What follows belongs to an exercise in optimizing a design on an open flow for small area, a short achievable clock period and few clock cycles; a production flow would make more cautious choices.
The RTL was checked by simulation tests, not by an equivalence proof against the original design.

==> design.v <==
module RSA ( key_in, mod_in, data_in, data_out, key_ready, mod_ready, data_ready, resetn, CLK, finish, key_end, mod_end, data_out_ready,state );
   input           CLK, resetn;
   input [31:0]    key_in, mod_in, data_in;
   input           key_ready, mod_ready, data_ready;
   output          finish;
   output [31:0]   data_out;
   output          key_end, mod_end, data_out_ready;
   output [2:0]    state;
   localparam [2:0] INIT     = 3'h1;
   localparam [2:0] IDLE     = 3'h2;
   localparam [2:0] KEY_GET  = 3'h3;
   localparam [2:0] MOD_GET  = 3'h4;
   localparam [2:0] DATA_GET = 3'h5;
   localparam [2:0] DATA_OUT = 3'h6;
   localparam [2:0] ENCRYPT  = 3'h7;
   localparam integer I_IDLE = 0;
   localparam integer I_INIT = 1;      
   localparam integer I_WS   = 2;      
   localparam integer I_PRE2 = 4;      
   localparam integer I_RUN  = 5;      
   localparam integer I_RES  = 6;      
   localparam integer I_NEXT = 7;      
   localparam integer I_DONE = 8;
   localparam [8:0] EG_IDLE = 9'b000000001;
   localparam [8:0] EG_INIT = 9'b000000010;
   localparam [8:0] EG_WS   = 9'b000000100;
   localparam [8:0] EG_PRE2 = 9'b000010000;
   localparam [8:0] EG_RUN  = 9'b000100000;
   localparam [8:0] EG_RES  = 9'b001000000;
   localparam [8:0] EG_NEXT = 9'b010000000;
   localparam [8:0] EG_DONE = 9'b100000000;
   localparam [3:0] PH_DBLA  = 4'd0;
   localparam [3:0] PH_SQ    = 4'd1;
   localparam [3:0] PH_CONV  = 4'd2;
   localparam [3:0] PH_COPY  = 4'd3;
   localparam [3:0] PH_DBLB  = 4'd4;
   localparam [3:0] PH_LOOP  = 4'd5;
   localparam [3:0] PH_FINAL = 4'd6;
   localparam [3:0] PH_FFIX  = 4'd7;
   localparam [3:0] PH_END   = 4'd8;
   localparam [1:0] SRC_A   = 2'd0;
   localparam [1:0] SRC_X   = 2'd1;
   localparam [1:0] SRC_ONE = 2'd2;
   reg [2:0]  st, st_n;
   reg [4:0]  cnt;
   reg        fin_r, kend_r, mend_r, dor_r, keyok, modok;
   reg [8:0]  eg, eg_n;
   reg        st_key, st_mod, st_dget, st_dout;    
   wire       eng_start = (st == DATA_GET) && (cnt == 5'd31);
   always @(*) begin
      st_n = st;
      case (st)
        INIT, IDLE:
          if (key_ready) st_n = KEY_GET;
          else if (mod_ready) st_n = MOD_GET;
          else if (st == IDLE && keyok && modok && data_ready) st_n = DATA_GET;
        KEY_GET, MOD_GET:
          if (cnt == 5'd31) st_n = IDLE;
        DATA_GET:
          if (cnt == 5'd31) st_n = ENCRYPT;
        ENCRYPT:
          if (eg[I_DONE]) st_n = DATA_OUT;
        DATA_OUT:
          if (!dor_r && cnt == 5'd31) st_n = IDLE;
        default: st_n = IDLE;
      endcase
   end
   always @(posedge CLK) begin
      if (resetn == 1'b0) begin
         st     <= INIT;
         st_key <= 1'b0;
         st_mod <= 1'b0;
         st_dget <= 1'b0;
         st_dout <= 1'b0;
         fin_r  <= 1'b0;
         cnt    <= 5'd0;
         kend_r <= 1'b0;
         mend_r <= 1'b0;
         dor_r  <= 1'b0;
         keyok  <= 1'b0;
         modok  <= 1'b0;
      end
      else begin
         st    <= st_n;
         st_key  <= (st_n == KEY_GET);
         st_mod  <= (st_n == MOD_GET);
         st_dget <= (st_n == DATA_GET);
         st_dout <= (st_n == DATA_OUT);
         fin_r <= !(st_n == INIT || st_n == IDLE);
         kend_r <= (st == KEY_GET) && (cnt == 5'd31);
         mend_r <= (st == MOD_GET) && (cnt == 5'd31);
         if (st == KEY_GET && cnt == 5'd31) keyok <= 1'b1;
         if (st == MOD_GET && cnt == 5'd31) modok <= 1'b1;
         case (st)
           KEY_GET, MOD_GET, DATA_GET: cnt <= cnt + 5'd1;
           ENCRYPT: begin
              cnt <= 5'd0;
              if (eg[I_DONE]) dor_r <= 1'b1;
           end
           DATA_OUT: begin
              dor_r <= 1'b0;
              cnt <= cnt + 5'd1;
           end
           default: cnt <= 5'd0;
         endcase
      end
   end
   assign state          = st;
   assign finish         = fin_r;
   assign key_end        = kend_r;
   assign mod_end        = mend_r;
   assign data_out_ready = dor_r;
   reg [1023:0] E;           
   reg [31:0]   ew;          
   reg          ewv;         
   reg [5:0]    ewl;         
   reg [4:0]    erc;         
   reg [1023:0] N;           
   reg [1023:0] X;           
   reg          xsign;       
   wire [1024:0] A;          
   reg          a_sign;      
   wire [1026:0] nS, nC;     
   reg [3:0]    Np;          
   reg [4:0]    topw_idx;    
   reg [4:0]    topw_msb;    
   reg          mexam;
   reg [4:0]    mexam_idx;
   reg [31:0]   dout_r;
   assign data_out = dout_r;
   reg [3:0]    phase;
   reg [1:0]    src;
   reg [10:0]   dcnt;
   reg [2:0]    sqcnt;
   reg [4:0]    wcnt;
   reg          wsdbl, cy, pmsb;
   reg [8:0]    di;          
   reg [63:0]   blk;         
   reg [4:0]    bs;          
   reg          xstream;     
   reg [3:0]    a_pre;       
   reg          a_top;       
   reg [5:0]    pl_pre;      
   reg [6:0]    elo;         
   reg [2:0]    cin;         
   reg [10:0]   ebits;
   reg          scan_act, found, cbit;
   function [2:0] booth;
      input b2, b1, b0;
      begin
         booth[2] = b2 & ~(b1 & b0);
         booth[1] = b1 ^ b0;
         booth[0] = (b2 & ~b1 & ~b0) | (~b2 & b1 & b0);
      end
   endfunction
   function [5:0] lowcols;
      input [5:0] sel;      
      input [3:0] m;
      reg [3:0] r0;
      reg [1:0] r1;
      begin
         r0[0] = (sel[1] & m[0]) ^ sel[2];
         r0[1] = ((sel[1] & m[1]) | (sel[0] & m[0])) ^ sel[2];
         r0[2] = ((sel[1] & m[2]) | (sel[0] & m[1])) ^ sel[2];
         r0[3] = ((sel[1] & m[3]) | (sel[0] & m[2])) ^ sel[2];
         r1[0] = (sel[4] & m[0]) ^ sel[5];
         r1[1] = ((sel[4] & m[1]) | (sel[3] & m[0])) ^ sel[5];
         lowcols = {2'b0, r0} + {2'b0, r1, 2'b0} + {5'b0, sel[2]} + {3'b0, sel[5], 2'b0};
      end
   endfunction
   localparam integer W = 1031;
   wire [W-1:0] one0_v, two0_v, neg0_v, one1_v, two1_v, neg1_v;
   wire [3:0] t_lo = elo[3:0];
   reg  [5:0] qtab [0:15];
   reg  [1:0] ktab [0:15];
   reg  [3:0] qv;
   reg  [5:0] qtab_nx [0:15];
   reg  [6:0] kv;
   reg  [1:0] ktab_nx [0:15];
   integer ti;
   always @(*) begin
      for (ti = 0; ti < 16; ti = ti + 1) begin
         qv = ti[3:0] * Np;
         qtab_nx[ti] = {booth(qv[3], qv[2], qv[1]), booth(qv[1], qv[0], 1'b0)};
         kv = {3'b0, ti[3:0]} + {1'b0, lowcols(qtab_nx[ti], N[3:0])};
         ktab_nx[ti] = kv[5:4];
      end
   end
   always @(posedge CLK) begin
      if (eng_start)
        for (ti = 0; ti < 16; ti = ti + 1) begin
           qtab[ti] <= qtab_nx[ti];
           ktab[ti] <= ktab_nx[ti];
        end
   end
   wire [5:0] qsel = qtab[t_lo];
   wire [2:0] c4 = elo[6:4] + {1'b0, ktab[t_lo]};
   wire [W-1:0] Bx  = {{(W-1025){A[1024]}}, A};
   wire [W-1:0] Nx  = {{(W-1024){1'b0}}, N};
   wire [W-1:0] na0 = ~(((one0_v & Bx) | (two0_v & {Bx[W-2:0], 1'b0})) ^ neg0_v);
   wire [W-1:0] na1 = ~(((one1_v & {Bx[W-3:0], 2'b0}) | (two1_v & {Bx[W-4:0], 3'b0})) ^ neg1_v);
   wire [W-1:0] nq0 = ~((({W{qsel[1]}} & Nx) | ({W{qsel[0]}} & {Nx[W-2:0], 1'b0})) ^ {W{qsel[2]}});
   wire [W-1:0] nq1 = ~((({W{qsel[4]}} & {Nx[W-3:0], 2'b0}) | ({W{qsel[3]}} & {Nx[W-4:0], 3'b0})) ^ {W{qsel[5]}});
   wire [1:0] s_t = ~nS[1026:1025];
   wire [1:0] c_t = ~nC[1026:1025];
   wire ext_s = |{s_t, c_t};
   wire ext_c = &{s_t, c_t};
   wire [W-1:0] nSx = {{(W-1027){~ext_s}}, nS};
   wire [W-1:0] nCx = {{(W-1027){~ext_c}}, nC};
   wire [1030:0] cs_s1, cs_c1;
   rsa_fav #(1027) cs_f1_4 (nSx[1030:4], nCx[1030:4], na0[1030:4], cs_s1[1030:4], cs_c1[1030:4]);
   wire [1030:0] cs_s2, cs_c2;
   rsa_haiv #(1) cs_h2_4 (cs_s1[4], na1[4], cs_s2[4:4], cs_c2[4:4]);
   rsa_fav #(1026) cs_f2_5 (cs_s1[1030:5], cs_c1[1029:4], na1[1030:5], cs_s2[1030:5], cs_c2[1030:5]);
   wire [1030:0] cs_s3, cs_c3;
   rsa_haiv #(1) cs_h3_4 (cs_s2[4], nq0[4], cs_s3[4:4], cs_c3[4:4]);
   rsa_fav #(1026) cs_f3_5 (cs_s2[1030:5], cs_c2[1029:4], nq0[1030:5], cs_s3[1030:5], cs_c3[1030:5]);
   wire [1030:0] cs_s4, cs_c4;
   rsa_haiv #(1) cs_h4_4 (cs_s3[4], nq1[4], cs_s4[4:4], cs_c4[4:4]);
   rsa_fav #(1026) cs_f4_5 (cs_s3[1030:5], cs_c3[1029:4], nq1[1030:5], cs_s4[1030:5], cs_c4[1030:5]);
   wire [1030:0] ncsa_s = {cs_s4[1030:4], {4{1'b1}}};
   wire [1030:0] ncsa_c = {cs_c4[1029:4], {5{1'b1}}};
   wire [1026:0] nS_mm = ncsa_s[W-1:4];
   wire [1026:0] nC_mm = ncsa_c[W-1:4];
   wire [5:0] sp0 = {booth(a_pre[3], a_pre[2], a_pre[1]),
                     booth(a_pre[1], a_pre[0], eg[I_PRE2] ? 1'b0 : a_top)};
   wire [5:0] pl_nx = pl_pre;
   wire [6:0] w_lo = {1'b0, pl_nx} + {4'b0, c4};       
   wire [6:0] elo_nx = eg[I_PRE2] ? {1'b0, pl_nx} :
                       ({3'b0, ~nS_mm[3:0]} + {3'b0, ~nC_mm[3:0]} + w_lo);
   wire [9:0] rs0 = {2'b0, ~nS[7:0]} + {2'b0, ~nC[7:0]} + {7'b0, cin};
   wire [1027:0] nrc;
   wire [128:0]  cbound;
   wire [1026:0] nrsum;
   wire [1026:0] nC_res;
   genvar gp;
   generate
      for (gp = 0; gp < 1027; gp = gp + 1) begin : g_res
         wire ci;
         if (gp < 8) begin : g_b0
            assign nrsum[gp] = ~rs0[gp];
            assign nrc[gp+1] = 1'b1;
         end else begin : g_bk
            if (gp % 8 == 0) begin : g_cb
               assign ci = 1'b1;
            end else begin : g_cr
               assign ci = nrc[gp];
            end
            rsa_fa FA (nS[gp], nC[gp], ci, nrsum[gp], nrc[gp+1]);
         end
         if (gp == 8 || gp == 9) begin : g_c8
            assign nC_res[gp] = ~rs0[gp];
            if (gp == 8) begin : g_cb8
               assign cbound[1] = ~nC[8];
            end
         end else if (gp % 8 == 0 && gp > 0) begin : g_cout
            assign nC_res[gp] = nrc[gp];
            assign cbound[gp/8] = ~nC[gp];
         end else begin : g_cz
            assign nC_res[gp] = 1'b1;
         end
      end
   endgenerate
   assign nrc[0] = 1'b1;
   assign cbound[0] = ~nC[9];
   wire c_zero = ~|cbound;
   reg  res_first;      
   wire nx = eg[I_NEXT] | (eg[I_RES] & c_zero & ~res_first);
   wire [1087:0] Aext = {{63{A[1024]}}, A};
   wire [8:0] di_p2 = di + 9'd2;
   wire [4:0] bsel = bs;
   wire [64*32-1:0] bl0;
   genvar gi;
   generate
      for (gi = 0; gi < 32; gi = gi + 1) begin : g_bl
         if (gi < 17) begin : g_l
            assign bl0[64*gi +: 64] = Aext[64*gi +: 64];
         end else begin : g_z
            assign bl0[64*gi +: 64] = 64'd0;
         end
      end
   endgenerate
   wire [64*16-1:0] bl1;
   wire [64*8-1:0]  bl2;
   wire [64*4-1:0]  bl3;
   wire [64*2-1:0]  bl4;
   wire [63:0]      bl5;
   generate
      for (gi = 0; gi < 16; gi = gi + 1) begin : g_b1
         assign bl1[64*gi +: 64] = bsel[0] ? bl0[64*(2*gi+1) +: 64] : bl0[64*(2*gi) +: 64];
      end
      for (gi = 0; gi < 8; gi = gi + 1) begin : g_b2
         assign bl2[64*gi +: 64] = bsel[1] ? bl1[64*(2*gi+1) +: 64] : bl1[64*(2*gi) +: 64];
      end
      for (gi = 0; gi < 4; gi = gi + 1) begin : g_b3
         assign bl3[64*gi +: 64] = bsel[2] ? bl2[64*(2*gi+1) +: 64] : bl2[64*(2*gi) +: 64];
      end
      for (gi = 0; gi < 2; gi = gi + 1) begin : g_b4
         assign bl4[64*gi +: 64] = bsel[3] ? bl3[64*(2*gi+1) +: 64] : bl3[64*(2*gi) +: 64];
      end
   endgenerate
   assign bl5 = bsel[4] ? bl4[127:64] : bl4[63:0];
   wire [4*8-1:0] dg1;
   wire [4*4-1:0] dg2;
   wire [4*2-1:0] dg3;
   wire [3:0]     dg4;
   generate
      for (gi = 0; gi < 8; gi = gi + 1) begin : g_d1
         assign dg1[4*gi +: 4] = di[0] ? blk[4*(2*gi+1) +: 4] : blk[4*(2*gi) +: 4];
      end
      for (gi = 0; gi < 4; gi = gi + 1) begin : g_d2
         assign dg2[4*gi +: 4] = di[1] ? dg1[4*(2*gi+1) +: 4] : dg1[4*(2*gi) +: 4];
      end
      for (gi = 0; gi < 2; gi = gi + 1) begin : g_d3
         assign dg3[4*gi +: 4] = di[2] ? dg2[4*(2*gi+1) +: 4] : dg2[4*(2*gi) +: 4];
      end
   endgenerate
   assign dg4 = di[3] ? dg3[7:4] : dg3[3:0];
   wire [3:0] lv9 = dg4;
   wire [3:0] xdig = di[8] ? {4{xsign}} : X[4*di[2:0] +: 4];
   wire [3:0] dig_fetch = (src == SRC_A) ? lv9 :
                          (src == SRC_X) ? xdig :
                          ((di == 9'd0) ? 4'd1 : 4'd0);
   wire fetch = eg[I_PRE2] | eg[I_RUN];
   wire shift_x = st_dget | (fetch & (di[2:0] == 3'd7) & ~di[8] & ((src == SRC_X) | xstream));
   wire [31:0] xtop = st_dget ? data_in : (xstream ? blk[32*di[3] +: 32] : X[31:0]);
   wire nxs = eg[I_NEXT] | eg[I_RES];
   wire [3:0] dig_f = nxs ? dig0 : dig_fetch;
   wire [5:0] spf = {booth(dig_f[3], dig_f[2], dig_f[1]),
                     booth(dig_f[1], dig_f[0], nxs ? 1'b0 : a_pre[3])};
   wire        sgn  = A[1024];
   wire [31:0] aw   = A[31:0];
   wire [31:0] nw   = N[31:0];
   wire        wsub = wsdbl & ~sgn;
   wire        wadd = sgn;
   wire [31:0] opa  = wsdbl ? {aw[30:0], pmsb} : aw;
   wire [31:0] opn  = wsub ? ~nw : (wadd ? nw : 32'd0);
   wire [32:0] wsum = {1'b0, opa} + {1'b0, opn} + {32'b0, cy};
   wire        wsgn = (wsdbl ? aw[31] : sgn) ^ wsub ^ wsum[32];
   wire [31:0] initw = (wcnt == topw_idx) ? (32'd1 << topw_msb) : 32'd0;
   wire [11:0] m_dbl = 12'd1036 - {2'b0, topw_idx, 5'b0} - {7'b0, topw_msb};
   wire [31:0] ntop = N[1023:992];
   reg  [4:0]  ntop_msb;
   integer k;
   always @(*) begin
      ntop_msb = 5'd0;
      for (k = 0; k < 32; k = k + 1)
        if (ntop[k]) ntop_msb = k[4:0];
   end
   reg [3:0] np_f;
   always @(*) begin
      case (ntop[3:0])
        4'd1:  np_f = 4'd15;
        4'd3:  np_f = 4'd5;
        4'd5:  np_f = 4'd3;
        4'd7:  np_f = 4'd9;
        4'd9:  np_f = 4'd7;
        4'd11: np_f = 4'd13;
        4'd13: np_f = 4'd11;
        4'd15: np_f = 4'd1;
        default: np_f = 4'd0;
      endcase
   end
   wire etop = ew[31];
   reg        n_mm;         
   reg [1:0]  n_src;        
   reg        n_ws;         
   reg        n_wsdbl;      
   reg        n_rot;        
   reg        n_copy;       
   reg        n_done;
   reg [3:0]  n_phase;
   reg [10:0] n_dcnt;
   reg [2:0]  n_sqcnt;
   reg        n_cbit;
   always @(*) begin
      n_mm = 1'b0; n_src = SRC_A; n_ws = 1'b0; n_wsdbl = 1'b1;
      n_rot = 1'b0; n_copy = 1'b0; n_done = 1'b0;
      n_phase = phase; n_dcnt = dcnt; n_sqcnt = sqcnt; n_cbit = cbit;
      case (phase)
        PH_DBLA:
          if (dcnt != 11'd0) begin
             n_dcnt = dcnt - 11'd1;
             n_ws = 1'b1;
          end
          else begin
             n_phase = PH_SQ;
             n_sqcnt = 3'd6;
             n_mm = 1'b1;
          end
        PH_SQ:
          if (sqcnt != 3'd0) begin
             n_sqcnt = sqcnt - 3'd1;
             n_mm = 1'b1;
          end
          else begin
             n_phase = PH_DBLB;
             n_dcnt = 11'd3;
             n_ws = 1'b1;
          end
        PH_DBLB:
          if (dcnt != 11'd0) begin
             n_dcnt = dcnt - 11'd1;
             n_ws = 1'b1;
          end
          else begin
             n_phase = PH_COPY;
             n_mm = 1'b1;
             n_src = SRC_X;
          end
        PH_COPY: begin
           n_copy = 1'b1;
           n_phase = PH_LOOP;
        end
        PH_LOOP:
          if (scan_act) begin
          end
          else if (!found) begin
             n_phase = PH_FFIX;
             n_mm = 1'b1;
             n_src = SRC_ONE;
          end
          else if (cbit) begin
             n_cbit = 1'b0;
             n_mm = 1'b1;
             n_src = SRC_X;
          end
          else if (ebits[10]) begin
             n_phase = PH_FFIX;
             n_mm = 1'b1;
             n_src = SRC_ONE;
          end
          else if (!ewv) begin
          end
          else begin
             n_cbit = etop;
             n_rot = 1'b1;
             n_mm = 1'b1;
          end
        PH_FFIX: begin
           n_ws = 1'b1;
           n_wsdbl = 1'b0;
           n_phase = PH_END;
        end
        PH_END: n_done = 1'b1;
        default: ;
      endcase
   end
   wire [3:0] dig0 = (n_src == SRC_A) ? A[3:0] :
                     (n_src == SRC_X) ? X[3:0] : 4'd1;
   reg  rot_pend;
   wire rotE = (scan_act & ewv & ~ebits[10]) | rot_pend;
   always @(*) begin
      eg_n = eg;
      case (1'b1)
        eg[I_IDLE]: if (eng_start) eg_n = EG_INIT;
        eg[I_INIT]: if (wcnt == 5'd31) eg_n = EG_NEXT;
        eg[I_WS]:   if (wcnt == 5'd31) eg_n = EG_NEXT;
        eg[I_PRE2]: eg_n = EG_RUN;
        eg[I_RUN]:  if (di == 9'd258) eg_n = EG_RES;
        nx:
          if (n_mm)        eg_n = EG_PRE2;
          else if (n_ws)   eg_n = EG_WS;
          else if (n_done) eg_n = EG_DONE;
          else             eg_n = EG_NEXT;
        eg[I_RES]: ;
        eg[I_DONE]: eg_n = EG_IDLE;
        default: eg_n = EG_IDLE;
      endcase
      if (resetn == 1'b0) eg_n = EG_IDLE;
   end
   always @(posedge CLK) eg <= eg_n;
   always @(posedge CLK) begin
      if (resetn == 1'b0) begin
         scan_act <= 1'b0;
         xstream <= 1'b0;
         rot_pend <= 1'b0;
         erc <= 5'd0;
      end
      else begin
         rot_pend <= nx & n_rot;
         if (eg[I_RUN] && di == 9'd256) xstream <= 1'b0;
         if (eng_start) begin
            ebits <= 11'd0;
            scan_act <= 1'b1;
            found <= 1'b0;
            ewv <= 1'b0;
            ewl <= 6'd32;
            erc <= 5'd31;
         end
         else begin
            if (erc != 5'd0) erc <= erc - 5'd1;
            if (rotE) begin
               ebits <= ebits + 11'd1;
               ew <= {ew[30:0], 1'b0};
               if (ebits[4:0] == 5'd31) ewv <= 1'b0;
            end
            else if (!ewv && erc == 5'd0 && ewl != 6'd0) begin
               ew <= E[31:0];
               ewv <= 1'b1;
               ewl <= ewl - 6'd1;
               if (ewl != 6'd1) erc <= 5'd31;
            end
            if (scan_act) begin
               if (ebits[10])
                 scan_act <= 1'b0;
               else if (ewv && etop) begin
                  found <= 1'b1;
                  scan_act <= 1'b0;
               end
            end
         end
         case (1'b1)
           eg[I_IDLE]: begin
              if (eng_start) begin
                 wcnt <= 5'd0;
                 phase <= PH_DBLA;
                 dcnt <= m_dbl[10:0];
                 cbit <= 1'b0;
              end
           end
           eg[I_INIT]: begin
              wcnt <= wcnt + 5'd1;
           end
           eg[I_WS]: begin
              wcnt <= wcnt + 5'd1;
              cy <= wsum[32];
              pmsb <= aw[31];
           end
           eg[I_PRE2]: begin
              di <= di + 9'd1;
           end
           eg[I_RUN]: begin
              di <= di + 9'd1;
              if (di == 9'd258) res_first <= 1'b1;
           end
           nx: begin
              phase <= n_phase;
              dcnt <= n_dcnt;
              sqcnt <= n_sqcnt;
              cbit <= n_cbit;
              if (n_copy) xstream <= 1'b1;
              if (n_mm) begin
                 src <= n_src;
                 di <= 9'd1;
              end
              else if (n_ws) begin
                 wsdbl <= n_wsdbl;
                 wcnt <= 5'd0; pmsb <= 1'b0;
                 cy <= n_wsdbl & ~A[1024];
              end
           end
           eg[I_RES]: res_first <= 1'b0;
           default: ;
         endcase
      end
   end
   wire wordop = eg[I_INIT] | eg[I_WS] | (st_dout & (cnt != 5'd31));
   wire [31:0] topword = eg[I_INIT] ? initw :
                         eg[I_WS]   ? wsum[31:0] : aw;
   always @(posedge CLK) begin
      dout_r <= A[31:0];
      if (st_key)
        E <= {key_in, E[1023:32]};
      else if (erc != 5'd0)
        E <= {E[31:0], E[1023:32]};
      if (st_mod)
        N <= {mod_in, N[1023:32]};
      else if (eg[I_WS])
        N <= {N[31:0], N[1023:32]};
      mexam <= st_mod;
      mexam_idx <= cnt;
      if (mexam) begin
         if (mexam_idx == 5'd0) begin
            Np <= np_f;
            topw_idx <= 5'd0;
            topw_msb <= ntop_msb;
         end
         else if (ntop != 32'd0) begin
            topw_idx <= mexam_idx;
            topw_msb <= ntop_msb;
         end
      end
      if (shift_x)
        X <= {xtop, X[1023:32]};
      if (st_dget)
        xsign <= 1'b0;
      else if (xstream)
        xsign <= A[1024];
      if (eg[I_RES])
        a_sign <= ~nrsum[1024];
      else if (eg[I_INIT])
        a_sign <= 1'b0;
      else if (eg[I_WS] && wcnt == 5'd31)
        a_sign <= wsgn;
      blk   <= bl5;
      bs    <= fetch ? di_p2[8:4] : 5'd0;
      a_pre <= dig_f;
      a_top <= a_pre[3];
      pl_pre <= lowcols(spf, A[3:0]);
      elo   <= elo_nx;
      cin   <= eg[I_RUN] ? c4 : 3'd0;
   end
   wire dout_rot_n = (st == ENCRYPT && eg[I_DONE]) ||
                     (st == DATA_OUT && cnt != 5'd30 && cnt != 5'd31);
   wire c_res_n = eg_n[I_RES];
   wire c_rp_n  = eg_n[I_RES] | eg_n[I_PRE2];
   wire c_wop_n = resetn & (eg_n[I_INIT] | eg_n[I_WS] | dout_rot_n);
   wire [1023:0] A_sh = {topword, A[1023:32]};
   assign A[1024] = a_sign;
   genvar gs;
   generate
      for (gs = 0; gs < 8; gs = gs + 1) begin : g_sl
         localparam integer LO  = 128 * gs;
         localparam integer HA  = (gs == 7) ? 1023 : 128 * gs + 127;    
         localparam integer HS  = (gs == 7) ? 1026 : 128 * gs + 127;    
         localparam integer HW  = (gs == 7) ? W - 1 : 128 * gs + 127;   
         wire c_res, c_rp, c_wop;
         wire [5:0] as;
         rsa_rep #(9) CTL (CLK, {c_res_n, c_rp_n, c_wop_n, sp0}, {c_res, c_rp, c_wop, as});
         reg [HA-LO:0] a_q;
         reg [HS-LO:0] ns_q, nc_q;
         always @(posedge CLK) begin
            if (c_res)
              a_q <= ~nrsum[HA:LO];
            else if (c_wop)
              a_q <= A_sh[HA:LO];
            if (c_res) begin
               ns_q <= nrsum[HS:LO];
               nc_q <= nC_res[HS:LO];
            end
            else if (c_rp) begin
               ns_q <= {(HS-LO+1){1'b1}};
               nc_q <= {(HS-LO+1){1'b1}};
            end
            else begin
               ns_q <= nS_mm[HS:LO];
               nc_q <= nC_mm[HS:LO];
            end
         end
         assign A[HA:LO]  = a_q;
         assign nS[HS:LO] = ns_q;
         assign nC[HS:LO] = nc_q;
         assign one0_v[HW:LO] = {(HW-LO+1){as[1]}};
         assign two0_v[HW:LO] = {(HW-LO+1){as[0]}};
         assign neg0_v[HW:LO] = {(HW-LO+1){as[2]}};
         assign one1_v[HW:LO] = {(HW-LO+1){as[4]}};
         assign two1_v[HW:LO] = {(HW-LO+1){as[3]}};
         assign neg1_v[HW:LO] = {(HW-LO+1){as[5]}};
      end
   endgenerate
endmodule
module rsa_rep (CLK, d, q);
   parameter integer W = 1;
   input          CLK;
   input  [W-1:0] d;
   output [W-1:0] q;
   reg    [W-1:0] q;
   always @(posedge CLK) q <= d;
endmodule
module rsa_fa (a, b, c, s, co);
   input  a, b, c;
   output s, co;
   assign s  = a ^ b ^ c;
   assign co = (a & b) | (a & c) | (b & c);
endmodule
module rsa_hai (a, b, s, co);
   input  a, b;
   output s, co;
   assign s  = ~(a ^ b);
   assign co = a | b;
endmodule
module rsa_fav (a, b, c, s, co);
   parameter integer W = 8;
   input  [W-1:0] a, b, c;
   output [W-1:0] s, co;
   genvar i;
   generate
      for (i = 0; i < W; i = i + 1) begin : g
         rsa_fa FA (a[i], b[i], c[i], s[i], co[i]);
      end
   endgenerate
endmodule
module rsa_haiv (a, b, s, co);
   parameter integer W = 8;
   input  [W-1:0] a, b;
   output [W-1:0] s, co;
   assign s  = ~(a ^ b);
   assign co = a | b;
endmodule
==> flow/run.sh <==
#!/bin/bash
# Layout flow: the standard ORFS flow (standard.sh), run with a setup
# repair margin aimed well below the 14 ns clock, so that repair_timing
# keeps sizing and buffering the critical paths after the 14 ns
# constraint is met, and with cell resizing not limited to cells of the
# same footprint.  The constraints, the synthesis and every step are the
# standard ones.
set -euo pipefail
bash standard.sh SETUP_SLACK_MARGIN=9.3 TNS_END_PERCENT=100 MATCH_CELL_FOOTPRINT=0 finish > standard_flow.log 2>&1
==> standard.sh <==
#!/bin/bash
# synth_recipe.tcl (not shown) runs the flow's synth.tcl, then flattens the netlist and writes it again
# the make line also repeats each setting of config.mk as NAME=value (left out here)
make -C /OpenROAD-flow-scripts/flow DESIGN_CONFIG=/design/flow/config.mk WORK_HOME=/design/flow/orfs CLKGATE_MAP_FILE= SYNTH_SCRIPT=/design/flow/synth_recipe.tcl "${@:-finish}"
==> config.mk <==
export PLATFORM = sky130hd
export DESIGN_NAME = RSA
export DESIGN_NICKNAME = RSA
export VERILOG_FILES = /design/flow/design.v
export SDC_FILE = /design/flow/constraint.sdc
export NUM_CORES = 8
export LEC_CHECK = 0
export CAP_MARGIN = 20
export CORE_MARGIN = 2
export CORE_UTILIZATION = 40
export SLEW_MARGIN = 20
export SYNTH_HIERARCHICAL = 1
export SYNTH_MEMORY_MAX_BITS = 8192
==> constraint.sdc <==
create_clock -name core_clock -period 14.0 [get_ports {CLK}]
set_input_delay 2.8000 -clock core_clock [delete_from_list [all_inputs] [get_ports {CLK}]]
set_output_delay 2.8000 -clock core_clock [all_outputs]
set_load 0.01 [all_outputs]
==> flow_summary.rst, run 1 <==
.. list-table::
   :header-rows: 1

   * - Metric
     - Value
   * - Vias in the first global route
     - 271,400
   * - Io pins
     - 140
   * - Clock root buffer
     - clkbuf_16
   * - Critical path start-end classification
     - reg2reg
   * - Final clock period utilization by the worst path
     - 35.07%
   * - Delay of the slowest critical-path stage
     - 0.61 ns
   * - Count of cell instances traversed by the critical path
     - 14
   * - Total Wirelength
     - 1,448,000 um
   * - Worst skew pair latency
     - 1.19 ns
   * - Yosys synthesis warning count
     - 12
   * - Unrepaired setup endpoints after global routing
     - yes
   * - Global-route wire length before repair
     - 2,049,000 um
   * - Category of the worst setup path launch point
     - register
   * - Final-report hold violation count
     - 0
   * - Buffers from clock root to sink, at most
     - 5
   * - # nets final
     - 34,550
   * - Endpoints failing setup
     - 0
   * - Number of cells in the design after placement
     - 41,590
   * - Clock edge transition at the registers on the reported setup and hold paths
     - 0.06 ns
   * - Most common cell on crit path
     - fa_1
   * - Placement-stage worst setup slack
     - 7.117 ns
   * - Count of input and output buffers
     - 139
   * - Set of violated layout checks
     - antenna violations
   * - Initial cell density of the core
     - 40.11%
   * - Share of final-layout standard cells stronger than drive strength 1
     - 7.900%
   * - Overflow left after global routing
     - 0
   * - Number of instances in the synthesized netlist
     - 29,770
   * - Number of buffers inserted for hold repair after clock tree synthesis
     - 0
   * - Worst-path fanout max
     - 6
   * - Most common flop cell mapped by yosys
     - edfxtp_1
   * - Worst min-delay path class
     - reg2reg
   * - Sequence of cells on the critical path
     - a22oi_2 > xor2_1 > fa_1 > fa_1 > fa_1 > fa_2 > inv_2 > fa_1 > ha_4 > ha_1 > a21o_1 > a21oi_2 > xor2_1 > o21ai_1
   * - Number of H-tree branching levels
     - 6
   * - Clock sink count
     - 6,550
   * - TritonCTS clock tree
     - done
   * - Sum of negative setup slack
     - 0 ns
   * - Worst hold path depth
     - 0
   * - Critical path data required time
     - 14.91 ns
   * - Growth of design area from synthesis to finish
     - 10.97%
   * - Cell type group with the largest total delay on the critical path
     - adder cells
   * - GRT Total Usage
     - 27.96%
   * - Slew Limit Headroom
     - 10.11%
   * - Reg2Reg Depth
     - 14
   * - Post-Layout Cell Count
     - 43,790
   * - Sequential fraction of the synthesis area
     - 43.19%
   * - Horizontal die dimension
     - 1007 um
   * - Maximum number of pins on one net before global-route repair
     - 222
   * - Pre-Repair DR Iteration Count
     - 8
   * - Cell type with the highest aggregate area in the netlist
     - edfxtp_1
   * - Core Region
     - 1,003,000 sq um
   * - Final weighted congestion in routability-driven placement
     - 0.9546
   * - Worst path setup slack after routing
     - 9.091 ns
   * - Buffers plus inverters on the worst setup path
     - 1
   * - Tightest hold margin
     - 0.3602 ns
   * - Actual slew at the worst max-slew pin
     - 1.322 ns
   * - Synth Area per Inst
     - 13.52 sq um
   * - DR vias
     - 263,300
   * - Number of antenna violations at the first check in global routing
     - 334
   * - Synth area leaders
     - edfxtp_1 (32%), fa_1 (26%), dfxtp_1 (11%)
   * - Final period demand of the worst path
     - 4.909 ns
   * - FP Rows
     - 368
   * - DRC violation count after routing
     - 0
   * - Top cell type's share of synthesized area
     - 31.81%
   * - Status
     - finished with violations
   * - Peak clock frequency supported by timing
     - 203.7 MHz
   * - Async set-or-reset flop fraction in the synthesized netlist
     - 0%
   * - Arrival time at the worst endpoint
     - 5.82 ns
   * - Post-synth EDFFs
     - 4,263
   * - Cell type of the slowest stage on the worst timing path
     - fa_2
   * - Die span in y
     - 1007 um
   * - Starting DRT DRC Count
     - 33,010
   * - Floorplan die area
     - 1,014,000 sq um
   * - Routed length per instance
     - 33.08 um
   * - Cts bufs inserted
     - 758
   * - Final number of max-transition violations
     - 0
   * - Clock tree skew after final layout
     - 0.1604 ns
   * - Half-perimeter wire length of the detailed placement result
     - 957,200 um
   * - Endpoint type of the worst setup path
     - register
   * - Combined area of all synthesized cells
     - 402,400 sq um
   * - Synth Register Bits
     - 6,550
   * - Remaining number of nets flagged by the antenna check after routing
     - 1
   * - Cell variety after synth
     - 74
   * - Routed via count divided by cell count
     - 6.013
   * - Maximum Capacitance Violations
     - 0
## final timing paths
check	from	to	slack, ns
max	g_sl[0].CTL.q[1]	elo[5]	9.09
min	E[505]	E[473]	0.36
max reg2reg	g_sl[0].CTL.q[1]	elo[5]	9.09
min reg2reg	E[505]	E[473]	0.36
## logic make-up after synthesis
| logic type | Yosys count | synth area share [%] |
|---|---|---|
| fa+ha+maj | 5304 | 26.09 |
| compound gates | 6780 | 11.74 |
| xor+xnor | 4240 | 9.228 |
| other cells | 2 | 0.001866 |
| flops | 6550 | 43.19 |
| simple gates | 2996 | 4.141 |
| buf+inv | 3354 | 3.129 |
| mux | 545 | 2.483 |
## Yosys stat by module (local to each module, per instance), excerpt
module | cell area (sq um) | copies in the design | flip-flops and latches
RSA | 298300 | 1 | 6478
rsa_fa | 20.02 | 5124 | 0
## worst reg2reg max path: cells and delay by family, from the launching register on
kind                     cells  cell delay [ns]
XOR/XNOR                     2             0.36
AO/OA/AOI/OAI                4             0.62
flip-flops                   1             0.40
buffers and inverters        1             0.06
adder cells (fa/ha/maj)      7             3.26
## through the flow
stage / cell area [sq um] / utilization [%]
2_1_floorplan: 402900 / -
3_3_place_gp: 416900 / 41.55
3_5_place_dp: 416900 / 41.55
4_1_cts: 444000 / 44.25
5_1_grt: 445800 / 44.43
6_report: 446600 / 44.51
## cell usage in the layout (no fill, tap or decap), types with 58 or more instances in the layout
master / instances
fa_1: 5138
edfxtp_1: 4263
a22oi_1: 4106
dfxtp_1: 2171
xnor2_1: 2137
xor2_1: 2099
o21ai_0: 1346
inv_1: 1191
o21a_1: 1010
nand2b_1: 992
or3_1: 900
clkbuf_16: 797
diode_2: 695
nand2_1: 460
nor2_1: 349
mux4_2: 348
buf_4: 294
clkbuf_1: 190
ha_1: 152
mux2_2: 145
conb_1: 129
clkinv_2: 122
a21oi_1: 111
dfxtp_4: 104
clkdlybuf4s50_1: 99
clkbuf_8: 92
clkinv_1: 84
buf_6: 60
buf_12: 59
bufinv_16: 58
## synthesized netlist by cell type, types with 348 or more instances
library cell / number
a22oi_1: 4114
buf_1: 475
clkbuf_1: 1675
dfxtp_1: 2287
edfxtp_1: 4263
fa_1: 5146
inv_1: 1198
mux4_2: 348
nand2_1: 461
nand2b_1: 993
nor2_1: 352
o21a_1: 1010
o21ai_0: 1355
or3_1: 901
xnor2_1: 2139
xor2_1: 2101
## registers in the layout, indices dropped and copies added (netlist names), 6 cells and up
| signal | count |
|---|---|
| ew | 32 |
| qtab | 34 |
| ktab | 28 |
| eg | 8 |
| elo | 7 |
| g_sl.CTL.q | 72 |
| g_sl.nc_q | 1026 |
| pl_pre | 6 |
| di | 9 |
| g_sl.a_q | 1024 |
| dcnt | 11 |
| dout_r | 32 |
| blk | 64 |
| ebits | 11 |
| E | 1024 |
| g_sl.ns_q | 1027 |
| X | 1024 |
| N | 1024 |
| ewl | 6 |
## layer usage
layer | global-route usage, % | vias up | share of wire, %
met2 | 40.66 | 17010 | 43
met3 | 9.583 | 3278 | 12
met5 | 0 | - | 0.072
met1 | 36.16 | 138300 | 38
li1 | - | 104600 | -
met4 | 16.82 | 139 | 6.7
## timing repair
action / in CTS / in global routing
hold endpoints to repair: 0 / 0
endpoints found under the setup margin: 2609 / 1385
gates cloned: 29 / 10
resized for setup: 371 / 75
pin swaps: 37 / 13
setup buffers: 46 / 29
## cell type report
cell class                      instances  area (sq um)
Multi-Input combinational cell      20000        217200
Antenna cell                          695          1739
Fill cell                           89470        556700
Timing Repair inverter                  2         17.52
Timing Repair Buffer                  633          7418
Tap cell                            13320         16670
Clock inverter                        338          3671
Sequential cell                      6550        174200
Inverter                             1201          4547
Clock buffer                         1048         21160
Testbench counts, summed over its fixed seeds: cycles 1,683,949.
==> run 2, diff against run 1 <==
==> config.mk (replaced) <==
export PLATFORM = sky130hd
export DESIGN_NAME = RSA
export DESIGN_NICKNAME = RSA
export VERILOG_FILES = /design/flow/design.v
export SDC_FILE = /design/flow/constraint.sdc
export NUM_CORES = 8
export LEC_CHECK = 0
export CAP_MARGIN = 40
export CORE_MARGIN = 2
export CORE_UTILIZATION = 55
export SLEW_MARGIN = 40
export SYNTH_HIERARCHICAL = 1
export SYNTH_MEMORY_MAX_BITS = 8192
==> run 2 against run 1 <==
Compared with the run above: now clean on timing, DRC and antenna; sequential cell count stayed put; final area shrank 0.93%; clock-buffer cell count down 89; register-to-register slack gained 0.04 ns; hold slack improved by 0.023 ns; critical path type unchanged; highest routed layer unchanged.
==> flow_summary.rst, run 2 <==
.. list-table::
   :header-rows: 1

   * - Metric
     - Value
   * - Global-route wire length before repair
     - 2,061,000 um (+0.60%)
   * - Slew Limit Headroom
     - 27.19% (+17 points)
   * - Number of H-tree branching levels
     - 6 (unchanged)
   * - Vias in the first global route
     - 268,100 (-1.2%)
   * - Endpoint type of the worst setup path
     - register
   * - Yosys synthesis warning count
     - 12 (unchanged)
   * - Final clock period utilization by the worst path
     - 34.76% (-0.30 points)
   * - Worst-path fanout max
     - 14 (+8)
   * - Top cell type's share of synthesized area
     - 31.81% (unchanged)
   * - Die span in y
     - 859.4 um (-15%)
   * - Overflow left after global routing
     - 0 (unchanged)
   * - Sequence of cells on the critical path
     - nand4_1 > or4_4 > nor3_2 > nand4_1 > o21bai_4 > or2_2 > nand2_1 > a22o_2 > buf_4 > or2_4
   * - FP Rows
     - 314 (-15%)
   * - Growth of design area from synthesis to finish
     - 9.937%
   * - Cell type with the highest aggregate area in the netlist
     - edfxtp_1
   * - Sequential fraction of the synthesis area
     - 43.19% (unchanged)
   * - Cell variety after synth
     - 74 (unchanged)
   * - Buffers from clock root to sink, at most
     - 4 (-1)
   * - Status
     - finished clean
   * - Routed length per instance
     - 36.54 um (+10%)
   * - Register-to-register setup slack
     - 9.13 ns (+0.04 ns)
   * - Maximum Capacitance Violations
     - 0 (unchanged)
   * - Cell type group with the largest total delay on the critical path
     - simple AND/OR/NAND/NOR gates
   * - Biggest registers after layout
     - g_sl.ns_q (1027), g_sl.nc_q (1026)
   * - Initial cell density of the core
     - 55.13% (+15 points)
   * - DR vias
     - 263,500 (+0.085%)
   * - Most common cell after layout, fill and taps aside
     - fa_1
   * - Unrepaired setup endpoints after global routing
     - yes
   * - Most frequent cells in the layout
     - fa_1 (5,140), edfxtp_1 (4,263), a22oi_1 (4,110)
   * - Critical path start-end classification
     - reg2reg
   * - Arrival time at the worst endpoint
     - 5.73 ns (-0.09 ns)
   * - Maximum number of pins on one net before global-route repair
     - 203 (-8.6%)
   * - Met3 Resource Use GR
     - 11.71% (+2.1 points)
   * - Layout fillers
     - 56,990 (-36%)
   * - Floorplan die area
     - 738,600 sq um (-27%)
   * - Critical path data required time
     - 14.86 ns (-0.05 ns)
   * - Peak-usage layer in the global routing report
     - met2
   * - Share of final-layout standard cells stronger than drive strength 1
     - 7.980% (+0.080 points)
   * - Peak clock frequency supported by timing
     - 205.5 MHz (+0.87%)
   * - Async set-or-reset flop fraction in the synthesized netlist
     - 0% (unchanged)
   * - Remaining number of nets flagged by the antenna check after routing
     - 0 (-1)
   * - Final period demand of the worst path
     - 4.867 ns (-0.04240 ns)
   * - Clock root buffer
     - clkbuf_16
   * - TritonCTS clock tree
     - done
   * - Most common flop cell mapped by yosys
     - edfxtp_1
   * - Number of instances in the synthesized netlist
     - 29,770 (unchanged)
   * - Clock tree skew after final layout
     - 0.1036 ns (-0.05677 ns)
   * - Combined area of all synthesized cells
     - 402,400 sq um (unchanged)
   * - Buffers plus inverters on the worst setup path
     - 1 (unchanged)
   * - Half-perimeter wire length of the detailed placement result
     - 985,200 um (+2.9%)
   * - Total Wirelength
     - 1,457,000 um (+0.57%)
   * - Met2 track demand over resource in global routing
     - 55.20% (+15 points)
   * - Cts bufs inserted
     - 728 (-4.0%)
   * - Core Region
     - 730,000 sq um (-27%)
   * - Most common cell on crit path
     - nand4_1
   * - Worst skew pair latency
     - 1.21 ns (+0.02 ns)
   * - DRC violation count after routing
     - 0 (unchanged)
   * - Category of the worst setup path launch point
     - register
   * - Cell type of the slowest stage on the worst timing path
     - or4_4
   * - Leading cell type by number of instances after synthesis
     - fa_1
   * - Final number of max-transition violations
     - 0 (unchanged)
   * - Horizontal die dimension
     - 859.4 um (-15%)
   * - Final-report hold violation count
     - 0 (unchanged)
   * - Register with the most flip-flops
     - g_sl.ns_q
   * - Synth Area per Inst
     - 13.52 sq um (unchanged)
   * - GR Util met1
     - 53.59% (+17 points)
   * - Routed via count divided by cell count
     - 6.610 (+9.9%)
   * - Largest register FFs
     - 1,027 (unchanged)
   * - Clock sink count
     - 6,550 (unchanged)
   * - Number of buffers inserted for hold repair after clock tree synthesis
     - 0 (unchanged)
   * - # nets final
     - 34,630 (+0.23%)
   * - Endpoints failing setup
     - 0 (unchanged)
   * - Count of input and output buffers
     - 139 (unchanged)
   * - Delay of the slowest critical-path stage
     - 0.85 ns (+0.24 ns)
   * - Most used standard cells in the synthesized netlist
     - fa_1 (5,146), edfxtp_1 (4,263), a22oi_1 (4,114)
   * - Synth Register Bits
     - 6,550 (unchanged)
   * - Post-synth EDFFs
     - 4,263 (unchanged)
   * - Final Instance Area
     - 442,400 sq um (-0.93%)
   * - Sum of negative setup slack
     - 0 ns (unchanged)
   * - Final weighted congestion in routability-driven placement
     - 0.9615 (+0.72%)
   * - Worst min-delay path class
     - reg2reg
   * - Io pins
     - 140 (unchanged)
   * - Synth area leaders
     - edfxtp_1 (32%), fa_1 (26%), dfxtp_1 (11%)
   * - Placed standard-cell area
     - 414,100 sq um (-0.67%)
   * - GRT Total Usage
     - 38.96% (+11 points)
   * - Pre-Repair DR Iteration Count
     - 7 (-1)
   * - Starting DRT DRC Count
     - 35,360 (+7.1%)
   * - Clock edge transition at the registers on the reported setup and hold paths
     - 0.06 ns (about the same)
   * - Number of antenna violations at the first check in global routing
     - 250 (-25%)
   * - Actual slew at the worst max-slew pin
     - 1.092 ns (-0.2300 ns)
[run 2: final timing paths]
| path | startpoint | endpoint | cells past startpoint |
|---|---|---|---|
| setup reg to reg | g_sl[1].nc_q[96] | g_sl[3].CTL.q[7] | 10 |
| hold / removal | cnt[4] | mexam_idx[4] | 0 |
| setup / recovery | g_sl[1].nc_q[96] | g_sl[3].CTL.q[7] | 10 |
| hold reg to reg | cnt[4] | mexam_idx[4] | 0 |
[run 2: cells by family after synthesis]
family                     share of synthesized area [%]
buffers and inverters                              3.129
AOI/OAI and AO/OA                                  11.74
other                                           0.001866
xor gates and xnor gates                           9.228
and+or+nand+nor                                    4.141
adders and majority gates                          26.09
DFF                                                43.19
muxes                                              2.483
[run 2: metrics by stage]
| stage | util, % | hold slack, ns | instances | worst slack [ns] |
|---|---|---|---|---|
| after CTS | 60.33 | 0.3739 | 39450 | 9.119 |
| after detailed placement | 56.72 | 0.3694 | 38020 | 7.532 |
| final | 60.61 | 0.3834 | 39870 | 9.133 |
| after global routing | 60.56 | 0.3976 | 39710 | 8.995 |
| after floorplan | - | 0.3300 | 29900 | 5.453 |
| after global placement | 56.52 | 0.3666 | 37970 | 7.308 |
[run 2: per-layer routing]
metal	routed length, um	up-vias	share of wire [%]
li1	-	104400	-
met1	553300	138200	38
met2	619000	17540	42
met3	180700	3265	12
met4	102700	133	7.0
met5	874	-	0.060
[run 2: final cells by class]
cell class | count | area [sq um] | share of cell area [%]
multi-input combinational | 20000 | 217100 | 49.06
sequential | 6550 | 174100 | 39.35
clock buffer | 959 | 19840 | 4.483
tap | 9638 | 12060 | 2.726
timing repair buffer | 747 | 9494 | 2.146
inverter | 1201 | 4543 | 1.027
clock inverter | 396 | 4410 | 0.9969
antenna | 378 | 945.9 | 0.2138
timing repair inverter | 1 | 8.758 | 0.001980
[run 2: modules after synthesis (local to each module, per instance), a selection]
module | times used | cells | area [sq um] | flip-flops and latches
rsa_fa | 5124 | 1 | 20.02 | 0
RSA | 1 | 24560 | 298300 | 6478
[run 2: what timing repair did]
action | CTS | global route
setup buffers | 45 | 13
setup endpoints to repair | 2344 | 1371
cloned | 26 | 10
resized for setup | 333 | 76
pin swaps | 29 | 17
==> run 3, diff against run 2 <==
--- a/config.mk
+++ b/config.mk
@@ -7,7 +7,7 @@
 export LEC_CHECK = 0
 export CAP_MARGIN = 40
 export CORE_MARGIN = 2
-export CORE_UTILIZATION = 55
+export CORE_UTILIZATION = 65
 export SLEW_MARGIN = 40
 export SYNTH_HIERARCHICAL = 1
 export SYNTH_MEMORY_MAX_BITS = 8192
==> run 3 against run 2 <==
Compared with the run above: clock skew down 0.0069 ns; largest cell class unchanged; clock-buffer cell count decreased by 10; worst setup slack lost 0.043 ns.
==> flow_summary.rst, run 3 <==
.. list-table::
   :header-rows: 1

   * - Metric
     - Value
   * - Status
     - finished clean
   * - Total Wirelength
     - 1,377,000 um (-5.5%)
   * - Most used standard cells in the synthesized netlist
     - fa_1 (5,146), edfxtp_1 (4,263), a22oi_1 (4,114)
   * - Register-to-register setup slack
     - 9.09 ns (-0.04 ns)
   * - Complex-gate fraction of the synthesized area
     - 11.74% (unchanged)
   * - Sum of negative setup slack
     - 0 ns (unchanged)
   * - Final weighted congestion in routability-driven placement
     - 1.006 (+4.7%)
   * - Reg2Reg Depth
     - 15 (+5)
   * - Die span in y
     - 790.9 um (-8.0%)
   * - Area of the multi-input gates
     - 217,000 sq um (about the same)
   * - Clock tree skew after final layout
     - 0.09672 ns (-0.006910 ns)
   * - Maximum number of pins on one net before global-route repair
     - 204 (+0.49%)
   * - Routed length per instance
     - 35.81 um (-2.0%)
   * - Biggest registers after layout
     - g_sl.ns_q (1027), g_sl.nc_q (1026)
   * - Mux contribution to synthesized area
     - 2.483% (unchanged)
   * - Leading cell type by number of instances after synthesis
     - fa_1
   * - Core Region
     - 618,000 sq um (-15%)
   * - TritonCTS clock tree
     - done
   * - Worst-path fanout max
     - 2 (-12)
   * - Critical path start-end classification
     - reg2reg
   * - Launching point of the worst reg2reg path
     - g_sl[0].a_q[6]
   * - Final number of max-transition violations
     - 0 (unchanged)
   * - Floorplan die area
     - 625,400 sq um (-15%)
   * - Largest register FFs
     - 1,027 (unchanged)
   * - Io pins
     - 140 (unchanged)
   * - Initial cell density of the core
     - 65.12% (+10 points)
   * - Most frequent cells in the layout
     - fa_1 (5,139), edfxtp_1 (4,263), a22oi_1 (4,109)
   * - Remaining number of nets flagged by the antenna check after routing
     - 0 (unchanged)
   * - Cts bufs inserted
     - 708 (-2.7%)
   * - Starting DRT DRC Count
     - 37,710 (+6.6%)
   * - GRT Total Usage
     - 43.68% (+4.7 points)
   * - Count of cell instances traversed by the critical path
     - 15 (+5)
   * - Post-synth EDFFs
     - 4,263 (unchanged)
   * - Clock sink count
     - 6,550 (unchanged)
   * - Actual slew at the worst max-slew pin
     - 1.055 ns (-0.03683 ns)
   * - Final-report hold violation count
     - 0 (unchanged)
   * - Growth of design area from synthesis to finish
     - 9.441%
   * - Slew Limit Headroom
     - 28.90% (+1.7 points)
   * - Number of instances in the synthesized netlist
     - 29,770 (unchanged)
   * - Worst skew pair latency
     - 1.20 ns (about the same)
   * - Global-route wire length before repair
     - 1,964,000 um (-4.7%)
   * - Cell type of the slowest stage on the worst timing path
     - fa_1
   * - Worst flop-to-flop path endpoint
     - elo[5]
   * - Most common flop cell mapped by yosys
     - edfxtp_1
   * - Peak clock frequency supported by timing
     - 203.7 MHz (-0.87%)
   * - Arithmetic-cell share of the synthesized area counting full adders, half adders and majority gates
     - 26.09% (unchanged)
   * - Dominant combinational cell family by area after synthesis
     - adder cells
   * - Sequential fraction of the synthesis area
     - 43.19% (unchanged)
   * - Count of input and output buffers
     - 139 (unchanged)
   * - Register with the most flip-flops
     - g_sl.ns_q
   * - # nets final
     - 34,590 (-0.12%)
   * - Pre-Repair DR Iteration Count
     - 9 (+2)
   * - Synth area leaders
     - edfxtp_1 (32%), fa_1 (26%), dfxtp_1 (11%)
   * - Post-synthesis simple-gate area fraction
     - 4.141% (unchanged)
   * - Buffers from clock root to sink, at most
     - 4 (unchanged)
   * - Buffers plus inverters on the worst setup path
     - 2 (+1)
   * - Endpoint type of the worst setup path
     - register
   * - Synth Register Bits
     - 6,550 (unchanged)
   * - Horizontal die dimension
     - 790.9 um (-8.0%)
   * - Combined area of all synthesized cells
     - 402,400 sq um (unchanged)
   * - Async set-or-reset flop fraction in the synthesized netlist
     - 0% (unchanged)
   * - Cell variety after synth
     - 74 (unchanged)
   * - DR vias
     - 263,300 (-0.082%)
   * - Cell type group with the largest total delay on the critical path
     - adder cells
   * - Worst min-delay path class
     - reg2reg
   * - Half-perimeter wire length of the detailed placement result
     - 915,000 um (-7.1%)
   * - Yosys synthesis warning count
     - 12 (unchanged)
   * - Layout fillers
     - 41,890 (-26%)
   * - Post-synthesis share of cell area spent on xor and xnor gates
     - 9.228% (unchanged)
   * - DRC violation count after routing
     - 0 (unchanged)
   * - Overflow left after global routing
     - 0 (unchanged)
   * - Most common cell after layout, fill and taps aside
     - fa_1
   * - Clock edge transition at the registers on the reported setup and hold paths
     - 0.07 ns (about the same)
   * - Setup crit start
     - g_sl[0].a_q[6]
   * - Number of antenna violations at the first check in global routing
     - 261 (+4.4%)
   * - Delay of the slowest critical-path stage
     - 0.60 ns (-0.25 ns)
   * - Endpoints failing setup
     - 0 (unchanged)
   * - Number of H-tree branching levels
     - 6 (unchanged)
   * - Routed via count divided by cell count
     - 6.847 (+3.6%)
   * - Critical path data required time
     - 15.02 ns (+0.16 ns)
   * - Final period demand of the worst path
     - 4.910 ns (+0.04292 ns)
   * - Top cell type's share of synthesized area
     - 31.81% (unchanged)
   * - Storage element area
     - 174,100 sq um (about the same)
   * - Synth Area per Inst
     - 13.52 sq um (unchanged)
   * - Most common cell on crit path
     - fa_1
   * - Vias in the first global route
     - 267,100 (-0.37%)
   * - Number of buffers inserted for hold repair after clock tree synthesis
     - 0 (unchanged)
   * - FP Rows
     - 289 (-8.0%)
   * - Arrival time at the worst endpoint
     - 5.93 ns (+0.20 ns)
   * - Category of the worst setup path launch point
     - register
   * - Cell type with the highest aggregate area in the netlist
     - edfxtp_1
   * - Sequence of cells on the critical path
     - buf_6 > a22oi_2 > xor2_2 > fa_1 > fa_1 > fa_1 > fa_1 > inv_2 > fa_1 > ha_4 > ha_1 > a21o_1 > a21oi_2 > xor2_1 > o21ai_1
   * - Worst setup path endpoint
     - elo[5]
   * - Maximum Capacitance Violations
     - 0 (unchanged)
   * - Final clock period utilization by the worst path
     - 35.07% (+0.31 points)
   * - Clock root buffer
     - clkbuf_16
   * - Share of final-layout standard cells stronger than drive strength 1
     - 7.808% (-0.17 points)
   * - Unrepaired setup endpoints after global routing
     - yes
-- run 3: cell counts after synthesis --
Identical to the previous run, type by type.
-- run 3: metal layers --
layer / wire (um) / global-route usage (%) / up-vias
li1: - / - / 104400
met1: 502800 / 59.91 / 135600
met2: 568900 / 58.83 / 19960
met3: 214400 / 18.80 / 3157
met4: 89380 / 23.82 / 146
met5: 1559 / 0.7324 / -
-- run 3: per-stage QoR --
stage | instances | hold WS [ns] | utilization, % | instance area, sq um | setup WS (ns)
4_1_cts | 37880 | 0.3495 | 70.81 | 437600 | 9.065
6_report | 38450 | 0.3761 | 71.27 | 440400 | 9.090
3_5_place_dp | 36480 | 0.3843 | 66.70 | 412200 | 7.292
2_1_floorplan | 29900 | 0.3300 | - | 402900 | 5.453
3_3_place_gp | 36390 | 0.3784 | 66.36 | 410100 | 6.989
5_1_grt | 38260 | 0.3781 | 71.19 | 439900 | 8.965
-- run 3: cell type report --
class,count,area share [%]
diodes,501,0.2847
multi-input cells,20000,49.27
well taps,8148,2.315
flip-flops and latches,6550,39.53
inverters,1201,1.031
repair buffers,727,2.195
repair inverters,1,0.001989
clock inverters,380,0.9889
clock buffers,949,4.389
-- run 3: timing repair --
item	CTS	global route
resized for setup	262	57
pin swaps	28	18
buffers inserted	42	17
cloned	27	19
endpoints found under the setup margin	1946	1213
endpoints found under the hold margin	0	0
-- run 3: worst reg2reg max path, cell delays in order, from the launching register on --
cell	delay [ns]
edfxtp_1	0.44
buf_6	0.15
a22oi_2	0.16
xor2_2	0.18
fa_1	0.49
fa_1	0.54
fa_1	0.54
fa_1	0.60
inv_2	0.07
fa_1	0.56
ha_4	0.22
ha_1	0.27
a21o_1	0.19
a21oi_2	0.15
xor2_1	0.17
o21ai_1	0.07
-- run 3: worst min path at each step --
stage                start            to  slack [ns]  depth (start not counted)
floorplan           st_mod         mexam        0.33                          0
global placement    cnt[4]  mexam_idx[4]        0.38                          0
detailed placement  cnt[4]  mexam_idx[4]        0.38                          0
CTS                 X[803]        X[771]        0.35                          0
global route        X[803]        X[771]        0.38                          0
finish              X[803]        X[771]        0.38                          0
-- run 3: kinds of logic (layout without fill, tap and decap cells) --
logic type      Yosys count  in the layout
xor+xnor               4240           4240
buf+inv                3354           3258
fa+ha+maj              5304           5304
other cells               2            630
flops                  6550           6550
mux                     545            545
simple gates           2996           2996
compound gates         6780           6782
-- run 3: modules after synthesis (local to each module, per instance), a selection --
module | flip-flops and latches | cell area (sq um)
RSA | 6478 | 298300
rsa_fa | 0 | 20.02
==> run 4, diff against run 3 <==
--- a/design.v
+++ b/design.v
@@ -263,7 +263,8 @@
    endgenerate
    assign nrc[0] = 1'b1;
    assign cbound[0] = ~nC[9];
-   wire c_zero = ~|cbound;
+   wire [7:0] zsv;
+   wire c_zero = &zsv;
    reg  res_first;      
    wire nx = eg[I_NEXT] | (eg[I_RES] & c_zero & ~res_first);
    wire [1087:0] Aext = {{63{A[1024]}}, A};
@@ -620,6 +621,7 @@
          rsa_rep #(9) CTL (CLK, {c_res_n, c_rp_n, c_wop_n, sp0}, {c_res, c_rp, c_wop, as});
          reg [HA-LO:0] a_q;
          reg [HS-LO:0] ns_q, nc_q;
+         reg zs_q;
          always @(posedge CLK) begin
             if (c_res)
               a_q <= ~nrsum[HA:LO];
@@ -637,7 +639,9 @@
                ns_q <= nS_mm[HS:LO];
                nc_q <= nC_mm[HS:LO];
             end
+            zs_q <= &nC_res[HS:LO];
          end
+         assign zsv[gs] = zs_q;
          assign A[HA:LO]  = a_q;
          assign nS[HS:LO] = ns_q;
          assign nC[HS:LO] = nc_q;
--- a/config.mk
+++ b/config.mk
@@ -7,7 +7,7 @@
 export LEC_CHECK = 0
 export CAP_MARGIN = 40
 export CORE_MARGIN = 2
-export CORE_UTILIZATION = 65
+export CORE_UTILIZATION = 55
 export SLEW_MARGIN = 40
 export SYNTH_HIERARCHICAL = 1
 export SYNTH_MEMORY_MAX_BITS = 8192
==> run 4 against run 3 <==
Compared with the run above: the layout now fails its checks (antenna violations); clock skew is 0.016 ns lower; critical path depth down 1; wire length increased by 4.3%; die area grew 18%; first-iteration DRC count decreased by 10%; sequential share of layout area decreased by 0.29 points; hold slack got worse by 0.0066 ns; global-route usage is 5.3 points lower; largest cell class unchanged.
==> flow_summary.rst, run 4 <==
.. list-table::
   :header-rows: 1

   * - Metric
     - Value
   * - Status
     - finished with violations
   * - Set of violated layout checks
     - antenna violations
   * - Share of final-layout standard cells stronger than drive strength 1
     - 8.208% (+0.40 points)
   * - Clock root buffer
     - clkbuf_16
   * - Vias in the first global route
     - 267,400 (+0.13%)
   * - Area of the multi-input gates
     - 217,400 sq um (+0.18%)
   * - Placement-stage worst setup slack
     - 6.958 ns (-0.3332 ns)
   * - Cts bufs inserted
     - 731 (+3.2%)
   * - Most common cell on crit path
     - fa_1
   * - Number of buffers inserted for hold repair after clock tree synthesis
     - 0 (unchanged)
   * - Half-perimeter wire length of the detailed placement result
     - 972,300 um (+6.3%)
   * - Number of H-tree branching levels
     - 6 (unchanged)
   * - Most common flop cell mapped by yosys
     - edfxtp_1
   * - Layout fillers
     - 56,920 (+36%)
   * - Yosys synthesis warning count
     - 12 (unchanged)
   * - Most common cell after layout, fill and taps aside
     - fa_1
   * - Synth area leaders
     - edfxtp_1 (32%), fa_1 (26%), dfxtp_1 (11%)
   * - Worst flop-to-flop path endpoint
     - elo[3]
   * - Post-synth EDFFs
     - 4,263 (unchanged)
   * - Horizontal die dimension
     - 859.8 um (+8.7%)
   * - Die span in y
     - 859.8 um (+8.7%)
   * - Cell type group with the largest total delay on the critical path
     - adder cells
   * - Storage element area
     - 174,300 sq um (+0.12%)
   * - Cell variety after synth
     - 79 (+6.8%)
   * - Buffers from clock root to sink, at most
     - 4 (unchanged)
   * - Remaining number of nets flagged by the antenna check after routing
     - 1 (+1)
   * - Most frequent cells in the layout
     - fa_1 (5,130), edfxtp_1 (4,263), a22oi_1 (4,116)
   * - Register with the most flip-flops
     - g_sl.ns_q
   * - Final number of max-transition violations
     - 0 (unchanged)
   * - Category of the worst setup path launch point
     - register
   * - Starting DRT DRC Count
     - 33,860 (-10%)
   * - Combined area of all synthesized cells
     - 402,800 sq um (about the same)
   * - Launching point of the worst reg2reg path
     - g_sl[0].a_q[5]
   * - Delay of the slowest critical-path stage
     - 0.56 ns (-0.04 ns)
   * - Cell type with the highest aggregate area in the netlist
     - edfxtp_1
   * - Pre-Repair DR Iteration Count
     - 6 (-3)
   * - Fraction of the core area covered by cells at the end of the flow
     - 60.82% (-10 points)
   * - DR vias
     - 261,900 (-0.51%)
   * - Core Region
     - 730,400 sq um (+18%)
   * - Maximum number of pins on one net before global-route repair
     - 178 (-13%)
   * - Worst-path fanout max
     - 2 (unchanged)
   * - Peak clock frequency supported by timing
     - 198.5 MHz (-2.6%)
   * - Synth Area per Inst
     - 13.55 sq um (+0.22%)
   * - Maximum Capacitance Violations
     - 0 (unchanged)
   * - Worst min-delay path class
     - reg2reg
   * - FP Rows
     - 314 (+8.7%)
   * - Biggest registers after layout
     - g_sl.ns_q (1027), g_sl.nc_q (1026)
   * - Routed length per instance
     - 35.91 um (+0.27%)
   * - Synth Register Bits
     - 6,558 (+0.12%)
   * - Top cell type's share of synthesized area
     - 31.78% (about the same)
   * - Floorplan die area
     - 739,200 sq um (+18%)
   * - Global-route wire length before repair
     - 2,030,000 um (+3.3%)
   * - DRC violation count after routing
     - 0 (unchanged)
   * - Worst path setup slack after routing
     - 8.962 ns (-0.1285 ns)
   * - # nets final
     - 34,570 (-0.049%)
   * - Leading cell type by number of instances after synthesis
     - fa_1
   * - Worst hold path depth
     - 0 (unchanged)
   * - Endpoints failing setup
     - 0 (unchanged)
   * - Routed via count divided by cell count
     - 6.546 (-4.4%)
   * - Count of input and output buffers
     - 139 (unchanged)
   * - Async set-or-reset flop fraction in the synthesized netlist
     - 0% (unchanged)
   * - Io pins
     - 140 (unchanged)
   * - Overflow left after global routing
     - 0 (unchanged)
==> run 4: per-module statistics from Yosys, one instance, submodules excluded, a selection <==
module  cell area (sq um)  copies in the design  flops+latches
RSA                298700                     1           6486
rsa_fa              20.02                  5124              0
==> run 4: layer usage <==
layer,track usage (%),up-vias,part of all wire (%)
met5,0,-,0.078
met4,21.64,120,6.8
met3,12.89,3193,13
met2,54.12,16880,42
met1,52.26,137200,38
li1,-,104500,-
==> run 4: cell families (layout without fill, tap and decap cells) <==
group,Yosys count,after routing,synth area share [%]
AOI/OAI and AO/OA,6779,6781,11.80
DFF,6558,6558,43.19
adders and majority gates,5304,5304,26.07
xor gates and xnor gates,4240,4240,9.221
buffers and inverters,3343,3294,3.132
and+or+nand+nor,2952,2954,4.114
muxes,553,553,2.479
other,2,693,0.001864
==> run 4: cell type report <==
cell class	instances	share of cell area [%]
Sequential cell	6558	39.24
Inverter	1190	1.006
Clock inverter	409	1.146
Antenna cell	564	0.3177
Timing Repair Buffer	726	2.159
Multi-Input combinational cell	19960	48.93
Clock buffer	969	4.484
Tap cell	9638	2.715
==> run 4: worst max-delay path by stage <==
stage	to	slack, ns	cells after the start	startpoint
after floorplan	N[0]	5.49	3	eg[2]
after global placement	g_sl[3].ns_q[127]	6.82	16	elo[2]
after detailed placement	g_sl[4].nc_q[1]	6.96	15	elo[2]
after CTS	g_sl[3].nc_q[68]	8.97	11	elo[1]
after global routing	elo[3]	8.87	14	g_sl[0].a_q[5]
final	elo[3]	8.96	14	g_sl[0].a_q[5]
==> run 4: what timing repair did <==
action / CTS / global route
gates resized for setup: 349 / 81
endpoints found under the setup margin: 2509 / 1325
cloned: 34 / 14
pin swaps: 34 / 19
endpoints found under the hold margin: 0 / 0
buffers inserted: 54 / 18
==> run 4: stage by stage <==
step           std cells  area, sq um
2_1_floorplan      29860       403300
3_5_place_dp       37940       414300
5_1_grt            39700       443400
3_3_place_gp       37870       412500
6_report           40020       444200
4_1_cts            39400       441600
Testbench counts of run 4, summed over its fixed seeds: cycles 1,683,949.

==> afterwards: timing with drivers on the ports <==
The results above use ideal ports. As a check the final layouts listed here were re-extracted and re-timed, cells and wires unchanged.
Step 1 sets driving cells, clkbuf_16 on the clock port and buf_2 on the other inputs (assumed; they add their load-dependent delay and slew).
Step 2 adds t to the input delays and takes it off the output delays; t is the mean of the earliest and latest rising clock arrival at the registers after step 1. Input paths then give back, and output paths get back, about the clock's delay inside the block.
Slacks: ideal / step 1 / step 2; pairs: ideal / step 1.
run | shift t [ns] | setup slack, ns | worst setup path at the end
run 1 | 1.262 | 9.091 / 9.091 / 8.811 | input to register
run 2 | 1.312 | 9.133 / 9.133 / 8.115 | input to register
run 3 | 1.288 | 9.090 / 9.090 / 8.436 | input to register
run 4 | 1.321 | 8.962 / 8.962 / 8.756 | input to register
For run 2, which loses most, drivers alone change the setup slack by 0.000 ns; drivers and shift together by -1.018 ns.
